Background: an optimization exercise with open tools, aiming at small area and a short achievable clock period. Do not read the settings as production practice. No functional check of the RTL was part of any run shown here. No activity file was given, so power comes from the tool's default toggle rates.

## flow/design.v

```verilog
`timescale 1ns / 1ps
module test1 (clk, reset, num_input, cal_input, enter, ans);
    input clk;
    input reset;
    input num_input;
    input cal_input;
    input enter;
    output [7:0] ans;
    reg [7:0] ans;           
    reg rst_q, num_q, cal_q, ent_q;
    reg [3:0] cnt;           
    reg [7:0] tmp_num, tmp_cal, index_cal;
    reg busy, clr, ment;     
    reg [2:0] left;          
    reg [1:0] step;          
    reg x8;                  
    reg [7:0] ns0, ns1, cs0;  
    reg nh, nu, nd, ch, cu;   
    wire ready  = (cnt == 4'd15);
    wire accept = rst_q & ready & ~(num_q & cal_q & ent_q);
    wire k_num  = accept & ~num_q;
    wire k_cal  = accept & num_q & ~cal_q;
    wire k_ent  = accept & num_q & cal_q;
    wire num_nz = |tmp_num;
    wire cal_nz = |tmp_cal;
    wire idx_nz = |index_cal;
    wire [7:0] a  = ns0;
    wire [7:0] b  = ns1;
    wire [7:0] op = cs0;
    wire is_add = (op == 8'd2);
    wire is_sub = (op == 8'd3);
    wire is_mul = (op == 8'd4);
    wire is_div = (op == 8'd5);
    wire run    = busy & ~clr;
    wire cond   = idx_nz & (left != 3'd0) & (ment | (op >= tmp_cal));
    wire red0   = run & (step == 2'd0) & cond;    
    wire redm   = run & (step == 2'd1);
    wire redl   = run & (step == 2'd2);           
    wire finish = run & (step == 2'd0) & ~cond;
    wire inv = is_sub | is_div;
    wire [7:0] ai = inv ? ~a : a;
    wire [2:0] xb = {x8, b[7], b[6]};
    reg  [7:0] r [0:3];
    reg  [2:0] q;
    reg  [8:0] s;
    reg  [8:0] t;
    reg        en;
    integer j;
    always @* begin
        r[0] = ans;
        for (j = 0; j < 3; j = j + 1) begin
            t  = {r[j], xb[2-j] & ~is_mul};
            en = is_div | (is_mul & xb[2-j]) | ((is_add | is_sub) & redl & (j == 2));
            s  = {1'b0, t[7:0]} + {1'b0, en ? ai : 8'd0} + {8'd0, en & inv};
            q[2-j] = t[8] | s[8];
            r[j+1] = (is_div & ~q[2-j]) ? t[7:0] : s[7:0];
        end
    end
    wire [7:0] quo = {b[4:0], q};
    wire [7:0] res = is_div ? quo : (is_add | is_sub | is_mul) ? r[3] : a;
    wire p_pop = ~rst_q | clr | redm;
    wire p_pn  = (k_cal | k_ent) & num_nz;
    wire p_pc  = (k_ent & ~num_nz & cal_nz) | (finish & ~ment);
    reg ph;
    reg [7:0] nsp [2:15];
    reg [7:0] csp [1:15];
    wire [7:0] phv = {8{ph}};
    wire [7:0] n1e = ns1 ^ phv;         
    wire [7:0] c0e = cs0 ^ phv;         
    wire [7:0] n2v = nsp[2] ^ phv;      
    wire [7:0] c1v = csp[1] ^ phv;      
    integer i;
    always @(posedge clk) begin
        rst_q <= reset;
        num_q <= num_input;
        cal_q <= cal_input;
        ent_q <= enter;
        nd <= p_pop;
        nu <= p_pn & ~p_pop;
        nh <= ~(p_pn | p_pop);
        cu <= p_pc & ~p_pop;
        ch <= ~(p_pc | p_pop);
        ph <= rst_q & ~ph;
        nsp[2] <= ~(({8{nh}} & nsp[2]) | ({8{nu}} & n1e) | ({8{nd}} & nsp[3]));
        for (i = 3; i < 15; i = i + 1)
            nsp[i] <= ~(({8{nh}} & nsp[i]) | ({8{nu}} & nsp[i-1]) | ({8{nd}} & nsp[i+1]));
        nsp[15] <= ~(({8{nh}} & nsp[15]) | ({8{nu}} & nsp[14]) | ({8{nd}} & phv));
        csp[1] <= ~(({8{ch}} & csp[1]) | ({8{cu}} & c0e) | ({8{nd}} & csp[2]));
        for (i = 2; i < 15; i = i + 1)
            csp[i] <= ~(({8{ch}} & csp[i]) | ({8{cu}} & csp[i-1]) | ({8{nd}} & csp[i+1]));
        csp[15] <= ~(({8{ch}} & csp[15]) | ({8{cu}} & csp[14]) | ({8{nd}} & phv));
        if (nu) begin
            ns1 <= ns0;
            ns0 <= tmp_num;
        end else if (nd) begin
            ns1 <= n2v;
            ns0 <= redl ? res : 8'd0;
        end else if (red0 | redm) begin
            ns1 <= {b[4:0], q};
        end
        if (cu) cs0 <= tmp_cal;
        else if (nd) cs0 <= c1v;
        x8 <= (red0 | redm) ? b[5] : 1'b0;
        if (~rst_q) begin
            cnt <= 4'd0;
            tmp_num <= 8'd0;
            tmp_cal <= 8'd0;
            index_cal <= 8'd0;
            ans <= 8'd0;
            busy <= 1'b1;
            clr <= 1'b1;
            ment <= 1'b0;
            left <= 3'd0;
            step <= 2'd0;
        end else begin
            if (accept) cnt <= 4'd0;
            else if (!ready) cnt <= cnt + 4'd1;
            if (nu) tmp_num <= 8'd0;
            if (cu) begin
                tmp_cal <= 8'd0;
                index_cal <= index_cal + 8'd1;
            end
            if (clr) begin
                if (cnt == 4'd14) begin
                    clr <= 1'b0;
                    busy <= 1'b0;
                end
            end else if (k_num) begin
                tmp_num <= tmp_num + 8'd1;
                if (cal_nz) begin
                    busy <= 1'b1;
                    ment <= 1'b0;
                    left <= 3'd3;
                    step <= 2'd0;
                    ans <= 8'd0;
                end else begin
                    ans <= tmp_num + 8'd1;
                end
            end else if (k_cal) begin
                tmp_cal <= tmp_cal + 8'd1;
                ans <= tmp_cal + 8'd1;
            end else if (k_ent) begin
                if (~num_nz & ~cal_nz) begin
                    busy <= 1'b1;
                    ment <= 1'b1;
                    left <= 3'd4;
                    step <= 2'd0;
                    ans <= 8'd0;
                end
            end else if (finish) begin
                busy <= 1'b0;
                ans <= ment ? a : tmp_num;
            end else if (red0 | redm) begin
                ans <= r[3];
                step <= step + 2'd1;
            end else if (redl) begin
                ans <= 8'd0;
                step <= 2'd0;
                left <= left - 3'd1;
                index_cal <= index_cal - 8'd1;
            end
        end
    end
endmodule
```

## flow/run.sh

```bash
#!/bin/bash
# synth_recipe.tcl (not shown) runs the flow's synth.tcl, then flattens the netlist and writes it again
# the make line also repeats each setting of config.mk as NAME=value (left out here)
make -C /OpenROAD-flow-scripts/flow DESIGN_CONFIG=/design/flow/config.mk WORK_HOME=/design/flow/orfs CLKGATE_MAP_FILE= SYNTH_SCRIPT=/design/flow/synth_recipe.tcl finish
```

## flow/config.mk

```make
export PLATFORM = sky130hd
export DESIGN_NAME = test1
export DESIGN_NICKNAME = test1
export VERILOG_FILES = /design/flow/design.v
export SDC_FILE = /design/flow/constraint.sdc
export NUM_CORES = 4
export LEC_CHECK = 0
export CAP_MARGIN = 20
export CORE_MARGIN = 2
export CORE_UTILIZATION = 25
export SLEW_MARGIN = 20
```

## flow/constraint.sdc

```tcl
create_clock -name core_clock -period 45.0 [get_ports {clk}]
set_input_delay 9.0000 -clock core_clock [delete_from_list [all_inputs] [get_ports {clk}]]
set_output_delay 9.0000 -clock core_clock [all_outputs]
set_load 0.01 [all_outputs]
```

==> results.txt, run 1 <==
# TYPE chip_impl_metric gauge
chip_impl_metric{name="nets",unit=""} 1352
chip_impl_metric{name="areaGrowthSynthToFinish",unit="%"} 12.9
chip_impl_info{name="crit_family",value="buffers and inverters"} 1
chip_impl_metric{name="final.period_utilization",unit="%"} 23.5
chip_impl_metric{name="cell_area_after_placement",unit="mm²"} 0.0144
chip_impl_metric{name="number_of_max_cap_violations",unit=""} 0
chip_impl_metric{name="worst-slew-pin-transition",unit="ns"} 0.989
chip_impl_metric{name="grt_antenna_before_repair",unit=""} 0
chip_impl_metric{name="setup-tns-final",unit="ns"} 0
chip_impl_metric{name="arrival",unit="ns"} 1.55
chip_impl_metric{name="critical_path_depth",unit=""} 1
chip_impl_metric{name="detailedRoute.firstIterationViolations",unit=""} 1918
chip_impl_info{name="start_kind",value="flop"} 1
chip_impl_metric{name="overflow",unit=""} 0
chip_impl_metric{name="slew_headroom",unit="%"} 34.1
chip_impl_info{name="critical-path-slowest-cell",value="clkdlybuf4s50_1"} 1
chip_impl_metric{name="post_synth_num_cell_types",unit=""} 76
chip_impl_metric{name="design.die.area",unit="mm²"} 0.0570
chip_impl_metric{name="synth_enable_flop_cells",unit=""} 24
chip_impl_metric{name="worstHoldPathCells",unit=""} 1
chip_impl_metric{name="placed_cells_incl_taps",unit=""} 1966
chip_impl_metric{name="cp_slowest_stage_delay",unit="ns"} 0.59
chip_impl_metric{name="io_buffer_count",unit=""} 12
chip_impl_metric{name="timing.final.max_slew_violations",unit=""} 0
chip_impl_metric{name="vias",unit=""} 11100
chip_impl_metric{name="fp-row-count",unit=""} 86
chip_impl_metric{name="post_drt_via_cell_ratio",unit=""} 5.48
chip_impl_metric{name="wl_per_cell",unit="µm"} 16.0
chip_impl_metric{name="synthArstFlopShare",unit="%"} 0
chip_impl_metric{name="die_w",unit="µm"} 239
chip_impl_info{name="worst_hold_path_type",value="flop to flop"} 1
chip_impl_metric{name="tritoncts_buffers",unit=""} 35
chip_impl_metric{name="grt_util_all_layers",unit="%"} 11.1
chip_impl_metric{name="ys_seq_area_share",unit="%"} 47.0
chip_impl_metric{name="htreeDepth",unit=""} 2
chip_impl_metric{name="initial_util",unit="%"} 25.1
chip_impl_metric{name="critical_path_buf_inv_count",unit=""} 1
chip_impl_metric{name="die_y",unit="µm"} 239
chip_impl_info{name="status",value="finished clean"} 1
chip_impl_metric{name="post-cts-setup-buffer-count",unit=""} 0
chip_impl_metric{name="synth_xor_xnor_area_share",unit="%"} 4.89
chip_impl_metric{name="coreArea",unit="mm²"} 0.0548
chip_impl_metric{name="final_design_area_no_fill",unit="mm²"} 0.0156
chip_impl_metric{name="netlist_instances",unit=""} 1357
chip_impl_metric{name="yosys_warnings",unit=""} 4
chip_impl_metric{name="post_synth_instance_area",unit="mm²"} 0.0138
chip_impl_metric{name="grt_pass1_wl",unit="µm"} 52400
chip_impl_metric{name="proportion_of_synthesized_area_in_mux_cells",unit="%"} 1.15
chip_impl_metric{name="boundaryPins",unit=""} 13
chip_impl_info{name="cp-end-kind",value="output port"} 1
chip_impl_metric{name="drt-total-wl",unit="µm"} 32600
chip_impl_metric{name="period_needed",unit="ns"} 10.55
chip_impl_metric{name="seqCellArea",unit="mm²"} 0.00649
chip_impl_metric{name="timing_hold_violations_final",unit=""} 0
chip_impl_metric{name="p_leak",unit="nW"} 5.74
chip_impl_metric{name="post-place-ws",unit="ns"} 35.01
chip_impl_info{name="cts_root_buf",value="clkbuf_16"} 1
chip_impl_metric{name="syn_area_per_cell",unit="µm²"} 10.1
chip_impl_info{name="worstSetupPathType",value="flop to output port"} 1
chip_impl_metric{name="setup_slack",unit="ns"} 34.45
chip_impl_metric{name="power_per_cell_area",unit="mW/mm²"} 39.2
chip_impl_metric{name="dp.final_hpwl",unit="µm"} 21300
chip_impl_metric{name="post_cts_gate_resize_count",unit=""} 0
chip_impl_metric{name="r2r_cells",unit=""} 33
chip_impl_metric{name="final_core_util",unit="%"} 28.4
chip_impl_metric{name="grt_pass1_vias",unit=""} 10100
chip_impl_metric{name="clock_skew",unit="ns"} 0.0209
chip_impl_metric{name="hold-worst-slack",unit="ns"} 0.433
chip_impl_metric{name="fillers",unit=""} 5620
chip_impl_metric{name="final_layout_size_suffix_gt1_share",unit="%"} 7.25
chip_impl_metric{name="detail_route.drc_violations",unit=""} 0
chip_impl_metric{name="cts.sink_count",unit=""} 311
chip_impl_info{name="path_cells",value="clkdlybuf4s50_1"} 1
chip_impl_metric{name="maximum_number_of_pins_on_one_net_before_global_route_repair",unit=""} 121
chip_impl_metric{name="achievable-frequency",unit="GHz"} 0.0947
chip_impl_metric{name="detail-route-antenna-nets",unit=""} 0
chip_impl_metric{name="synthSimpleGateAreaFrac",unit="%"} 11.2
chip_impl_metric{name="multi_input_comb_area",unit="mm²"} 0.00671
chip_impl_metric{name="synth_area_in_compound_gates",unit="%"} 26.8
chip_impl_metric{name="firstDrtPassIters",unit=""} 15
chip_impl_metric{name="fin_total_pwr",unit="mW"} 0.609
chip_impl_metric{name="cp_required",unit="ns"} 36.00
chip_impl_metric{name="setup-violations-final",unit=""} 0
chip_impl_info{name="cts_tree",value="built"} 1
chip_impl_metric{name="cts_hold_repair.buffers",unit=""} 0
chip_impl_metric{name="final_cell_count_no_fill",unit=""} 2029
chip_impl_metric{name="insertedDiodeCount",unit=""} 0
chip_impl_metric{name="synth-seq-cells",unit=""} 311
chip_impl_info{name="synth_top_flop_cell",value="dfxtp_1"} 1
chip_impl_metric{name="cp_max_fo",unit=""} 5
chip_impl_metric{name="synth_fa_ha_area_share",unit="%"} 4.66
chip_impl_info{name="unrepaired_setup_endpoints_after_global_routing",value="false"} 1
chip_impl_info{name="synth_top_family_by_area",value="compound AO/OA/AOI/OAI gates"} 1
chip_impl_metric{name="synth_nets",unit=""} 1408
chip_impl_metric{name="worst_ir_drop_vdd",unit="µV"} 26.7
chip_impl_metric{name="clkSlewWorstSetupHoldPaths",unit="ns"} 0.07
chip_impl_metric{name="gp_routability_congestion",unit=""} 0.883
chip_impl_metric{name="clock_latency",unit="ns"} 0.54
chip_impl_metric{name="clock_path_buffers",unit=""} 3
==> worst reg2reg max path: cells and delay by family (launching register included) <==
| kind | cells | cell delay [ns] |
|---|---|---|
| simple gates | 12 | 3.01 |
| buf+inv | 1 | 0.11 |
| compound gates | 14 | 3.16 |
| fa+ha+maj | 4 | 1.73 |
| xor+xnor | 1 | 0.38 |
| flops | 1 | 0.44 |
| mux | 1 | 0.39 |
==> cell usage after synthesis (12+ instances only) <==
library cell	count	area, µm²
clkbuf_1	105	394
xnor2_1	38	333
o211ai_1	13	97.6
a221oi_1	17	149
edfxtp_1	24	721
a21oi_1	48	240
nand2_1	78	293
nand2b_1	17	106
nor2b_1	12	75.1
o21ai_0	67	335
inv_1	41	154
and2_1	18	113
a222oi_1	216	2160
nor2_1	69	259
nor3_1	25	125
dfxtp_1	287	5750
xor2_1	37	324
nand3_1	17	85.1
ha_1	40	500
==> layer usage <==
| metal | vias up | track usage [%] | share of wire [%] | routed length, µm |
|---|---|---|---|---|
| li1 | 5312 | - | - | - |
| met1 | 5459 | 14.8 | 47 | 15300 |
| met4 | 0 | 4.43 | 3.1 | 1020 |
| met2 | 276 | 17.4 | 45 | 14700 |
| met3 | 66 | 2.18 | 4.7 | 1530 |
| met5 | - | 0 | 0 | 0 |
==> layout by cell type, fill, tap and decap left out, types with 9 or more instances in the layout <==
cell	count
a21o_1	10
clkbuf_16	35
a21oi_1	48
and2_1	18
xor2_1	37
clkbuf_1	9
nor3_1	25
o211ai_1	13
a221oi_1	17
a31oi_1	9
edfxtp_1	24
or3_1	10
xnor2_1	38
clkdlybuf4s50_1	12
a222oi_1	216
inv_1	41
ha_1	40
nand2_1	78
nor2_1	69
nand2b_1	17
nor2b_1	12
dfxtp_1	281
nand3_1	17
and3_1	10
o21ai_0	67
==> sequential cells by signal, indices dropped and copies added (netlist names), 2 cells and up <==
signal / cells
cs0: 8
ns0: 8
index_cal: 8
tmp_cal: 8
ans: 8
ns1: 8
step: 2
csp: 120
cnt: 4
nsp: 112
left: 3
tmp_num: 8
==> area by class of cell <==
class / instances / area share [%]
multi-input cells: 890 / 43.1
flip-flops and latches: 311 / 41.7
clock buffers: 50 / 6.38
well taps: 704 / 5.66
repair buffers: 21 / 1.46
inverters: 42 / 1.01
clock inverters: 11 / 0.644
==> where the power goes <==
group          leakage [nW]  internal, mW  switching (mW)
clock network         0.541         0.155           0.114
registers              2.67         0.297          0.0152
logic                  2.53        0.0172          0.0113
==> logic make-up after synthesis <==
| logic type | Yosys count |
|---|---|
| compound gates | 450 |
| flops | 311 |
| simple gates | 301 |
| buf+inv | 156 |
| xor+xnor | 76 |
| fa+ha+maj | 48 |
| mux | 15 |
==> final timing paths <==
path                              end                 from  slack (ns)
setup / recovery               ans[6]  ans[6]$_SDFFE_PN0P_       34.45
hold / removal     nsp[14][7]$_DFF_P_   nsp[15][7]$_DFF_P_        0.43
setup reg to reg  ans[1]$_SDFFE_PN0P_     cs0[3]$_DFFE_PP_       35.68
hold reg to reg    nsp[14][7]$_DFF_P_   nsp[15][7]$_DFF_P_        0.43
==> run 2: changes to the inputs <==
--- a/flow/config.mk
+++ b/flow/config.mk
@@ -10,2 +10,3 @@
 export CORE_UTILIZATION = 25
+export CTS_BUF_LIST = sky130_fd_sc_hd__clkbuf_4
 export SLEW_MARGIN = 20
==> run 2 against run 1 <==
Effect of this change: die area unchanged; global-route usage up 0.23 points; critical path type unchanged; highest routed layer unchanged; fmax is 1.9% lower.
==> results.txt, run 2 <==
# TYPE chip_impl_metric gauge
chip_impl_metric{name="setup-tns-final",unit="ns"} 0
chip_impl_metric{name="cts.sink_count",unit=""} 311
chip_impl_metric{name="synthArstFlopShare",unit="%"} 0
chip_impl_metric{name="post_synth_num_cell_types",unit=""} 76
chip_impl_info{name="synth_top_flop_cell",value="dfxtp_1"} 1
chip_impl_metric{name="gp_routability_congestion",unit=""} 0.883
chip_impl_metric{name="cp_slowest_stage_delay",unit="ns"} 0.58
chip_impl_info{name="cts_tree",value="built"} 1
chip_impl_metric{name="cp_max_fo",unit=""} 5
chip_impl_metric{name="design.die.area",unit="mm²"} 0.0570
chip_impl_metric{name="synth_enable_flop_cells",unit=""} 24
chip_impl_metric{name="nets",unit=""} 1400
chip_impl_metric{name="critical_path_depth",unit=""} 1
chip_impl_metric{name="netlist_instances",unit=""} 1357
chip_impl_info{name="cp-end-kind",value="output port"} 1
chip_impl_metric{name="ys_seq_area_share",unit="%"} 47.0
chip_impl_metric{name="detail-route-antenna-nets",unit=""} 0
chip_impl_metric{name="r2r_cells",unit=""} 33
chip_impl_info{name="crit-reg2reg-launch",value="cs0[3]$_DFFE_PP_"} 1
chip_impl_metric{name="arrival",unit="ns"} 1.76
chip_impl_metric{name="grt_util_all_layers",unit="%"} 11.3
chip_impl_info{name="worstSetupPathType",value="flop to output port"} 1
chip_impl_info{name="top_cells_by_count_synth",value="287 x dfxtp_1, 216 x a222oi_1, 105 x clkbuf_1"} 1
chip_impl_metric{name="boundaryPins",unit=""} 13
chip_impl_metric{name="coreArea",unit="mm²"} 0.0548
chip_impl_metric{name="initial_util",unit="%"} 25.1
chip_impl_metric{name="wl_per_cell",unit="µm"} 15.7
chip_impl_info{name="worstSetupStartpoint",value="ans[6]$_SDFFE_PN0P_"} 1
chip_impl_metric{name="seqCellArea",unit="mm²"} 0.00649
chip_impl_metric{name="firstDrtPassIters",unit=""} 17
chip_impl_info{name="start_kind",value="flop"} 1
chip_impl_info{name="critical-path-slowest-cell",value="clkdlybuf4s50_1"} 1
chip_impl_metric{name="dp.final_hpwl",unit="µm"} 21300
chip_impl_metric{name="drt-total-wl",unit="µm"} 33100
chip_impl_metric{name="synth-seq-cells",unit=""} 311
chip_impl_metric{name="post_drt_via_cell_ratio",unit=""} 5.40
chip_impl_metric{name="vias",unit=""} 11400
chip_impl_metric{name="setup-violations-final",unit=""} 0
chip_impl_metric{name="worst_ir_drop_vdd",unit="µV"} 14.2
chip_impl_info{name="crit_path_end",value="ans[6]"} 1
chip_impl_metric{name="worst-slew-pin-transition",unit="ns"} 0.971
chip_impl_metric{name="timing.reg2reg.setup_slack",unit="ns"} 35.63
chip_impl_metric{name="cts_hold_repair.buffers",unit=""} 0
chip_impl_metric{name="tritoncts_buffers",unit=""} 83
chip_impl_info{name="crit_family",value="buffers and inverters"} 1
chip_impl_metric{name="io_buffer_count",unit=""} 12
chip_impl_metric{name="clkSlewWorstSetupHoldPaths",unit="ns"} 0.06
chip_impl_info{name="final_common_cell",value="dfxtp_1"} 1
chip_impl_metric{name="timing_hold_violations_final",unit=""} 0
chip_impl_metric{name="post_synth_instance_area",unit="mm²"} 0.0138
chip_impl_metric{name="timing.final.max_slew_violations",unit=""} 0
chip_impl_info{name="r2r_end",value="ans[1]$_SDFFE_PN0P_"} 1
chip_impl_info{name="synth.most_common_cell",value="dfxtp_1"} 1
chip_impl_metric{name="htreeDepth",unit=""} 3
chip_impl_metric{name="clock_path_buffers",unit=""} 3
chip_impl_metric{name="clock_latency",unit="ns"} 0.78
chip_impl_info{name="largest_registers",value="csp (120), nsp (112)"} 1
chip_impl_metric{name="clock_skew",unit="ns"} 0.0600
chip_impl_metric{name="post_cts_gate_resize_count",unit=""} 0
chip_impl_metric{name="achievable-frequency",unit="GHz"} 0.0929
chip_impl_metric{name="grt_pass1_vias",unit=""} 10500
chip_impl_info{name="worst_hold_path_type",value="flop to flop"} 1
chip_impl_metric{name="overflow",unit=""} 0
chip_impl_metric{name="post-synth-top-area-fraction",unit="%"} 41.7
chip_impl_metric{name="yosys_warnings",unit=""} 4
chip_impl_metric{name="die_y",unit="µm"} 239
chip_impl_metric{name="maximum_number_of_pins_on_one_net_before_global_route_repair",unit=""} 121
chip_impl_info{name="netlist_top_cells_area",value="dfxtp_1 42%, a222oi_1 16%, edfxtp_1 5.2%"} 1
chip_impl_metric{name="final_core_util",unit="%"} 28.3
chip_impl_metric{name="number_of_max_cap_violations",unit=""} 0
chip_impl_metric{name="critical_path_buf_inv_count",unit=""} 1
chip_impl_info{name="register_name_with_the_most_flops",value="csp"} 1
chip_impl_metric{name="fin_total_pwr",unit="mW"} 0.579
chip_impl_metric{name="die_w",unit="µm"} 239
chip_impl_metric{name="period_needed",unit="ns"} 10.76
chip_impl_metric{name="final_layout_size_suffix_gt1_share",unit="%"} 12.3
chip_impl_metric{name="synth_nets",unit=""} 1408
chip_impl_info{name="cts_root_buf",value="clkbuf_4"} 1
chip_impl_info{name="status",value="finished clean"} 1
chip_impl_metric{name="detailedRoute.firstIterationViolations",unit=""} 1962
chip_impl_metric{name="areaGrowthSynthToFinish",unit="%"} 12.4
chip_impl_metric{name="power_per_cell_area",unit="mW/mm²"} 37.4
chip_impl_metric{name="grt_antenna_before_repair",unit=""} 2
chip_impl_info{name="unrepaired_setup_endpoints_after_global_routing",value="false"} 1
chip_impl_metric{name="p_leak",unit="nW"} 5.80
chip_impl_metric{name="grt_pass1_wl",unit="µm"} 53200
chip_impl_metric{name="post-cts-setup-buffer-count",unit=""} 0
chip_impl_metric{name="fillers",unit=""} 5693
chip_impl_metric{name="detail_route.drc_violations",unit=""} 0
chip_impl_metric{name="largest_register_ff_count",unit=""} 120
chip_impl_info{name="most-common-layout-cells",value="281 x dfxtp_1, 216 x a222oi_1, 117 x clkbuf_4"} 1
chip_impl_metric{name="fp-row-count",unit=""} 86
chip_impl_metric{name="multi_input_comb_area",unit="mm²"} 0.00671
chip_impl_metric{name="final.period_utilization",unit="%"} 23.9
chip_impl_metric{name="syn_area_per_cell",unit="µm²"} 10.1
chip_impl_info{name="yosysTopAreaCell",value="dfxtp_1"} 1
chip_impl_metric{name="slew_headroom",unit="%"} 35.2
chip_impl_info{name="path_cells",value="clkdlybuf4s50_1"} 1
chip_impl_metric{name="cp_required",unit="ns"} 36.00
[run 2: power by group]
part | internal, mW | switching [mW]
clock network | 0.125 | 0.114
logic | 0.0172 | 0.0113
registers | 0.297 | 0.0153
total | 0.439 | 0.140
[run 2: area by class of cell]
type,count,share of cell area (%)
inverter,42,1.02
clock inverter,19,0.817
timing repair buffer,21,1.47
tap,704,5.69
multi-input combinational,890,43.4
sequential,311,41.9
antenna,3,0.0485
clock buffer,117,5.68
[run 2: how the worst min path moves through the flow]
stage	depth (start not counted)	endpoint	start	slack, ns
floorplan	1	csp[14][7]$_DFF_P_	csp[15][7]$_DFF_P_	0.42
global placement	1	nsp[14][7]$_DFF_P_	nsp[15][7]$_DFF_P_	0.43
detailed placement	1	nsp[14][7]$_DFF_P_	nsp[15][7]$_DFF_P_	0.43
CTS	1	csp[14][3]$_DFF_P_	csp[15][3]$_DFF_P_	0.43
global route	1	csp[10][1]$_DFF_P_	csp[9][1]$_DFF_P_	0.44
finish	1	nsp[14][7]$_DFF_P_	nsp[15][7]$_DFF_P_	0.43
[run 2: logic make-up after synthesis]
| family | share of synthesized area [%] |
|---|---|
| adder cells (fa/ha/maj) | 4.66 |
| AO/OA/AOI/OAI | 26.8 |
| AND/OR/NAND/NOR | 11.2 |
| multiplexers | 1.15 |
| XOR/XNOR | 4.89 |
| buffers and inverters | 4.32 |
| flip-flops | 47.0 |
[run 2: metrics by stage]
stage | instances | instance area (µm²) | hold WS (ns) | setup WS [ns]
floorplan | 1357 | 13800 | 0.417 | 35.60
detailed placement | 1966 | 14400 | 0.427 | 35.01
finish | 2107 | 15500 | 0.434 | 34.24
global route | 2107 | 15500 | 0.438 | 34.10
CTS | 2102 | 15400 | 0.426 | 34.15
global placement | 1966 | 14400 | 0.427 | 35.02
[run 2: per-layer routing]
metal	share of wire, %	GRT usage [%]
met3	5.4	2.81
met5	0	0
met4	3.1	5.49
met2	45	17.5
met1	46	14.6

[afterwards: timing with drivers on the ports]
How much do the figures lean on ideal ports? The routed layouts below were timed once more, with nothing changed but the port constraints.
Step 1: set_driving_cell puts a clkbuf_16 on clk and a buf_2 on each other input, an assumption about the parent block.
Step 2, shift: input delay + t, output delay - t, t = (earliest + latest rising clock arrival at the registers) / 2. This alone moves slack from input paths to output paths.
a / b / c = ideal / step 1 / step 2; a / b = the first two.
run	t (ns)	setup WS [ns]	hold WS [ns]	slew at the worst register clock pin (ns)	pins driven straight from the clock port
run 1	0.585	34.445 / 34.395 / 34.980	0.433 / 0.433 / 0.433	0.07 / 0.07	1
run 2	0.799	34.241 / 34.191 / 34.990	0.434 / 0.434 / 0.434	0.07 / 0.07	1
After both steps every run listed still meets setup and hold.
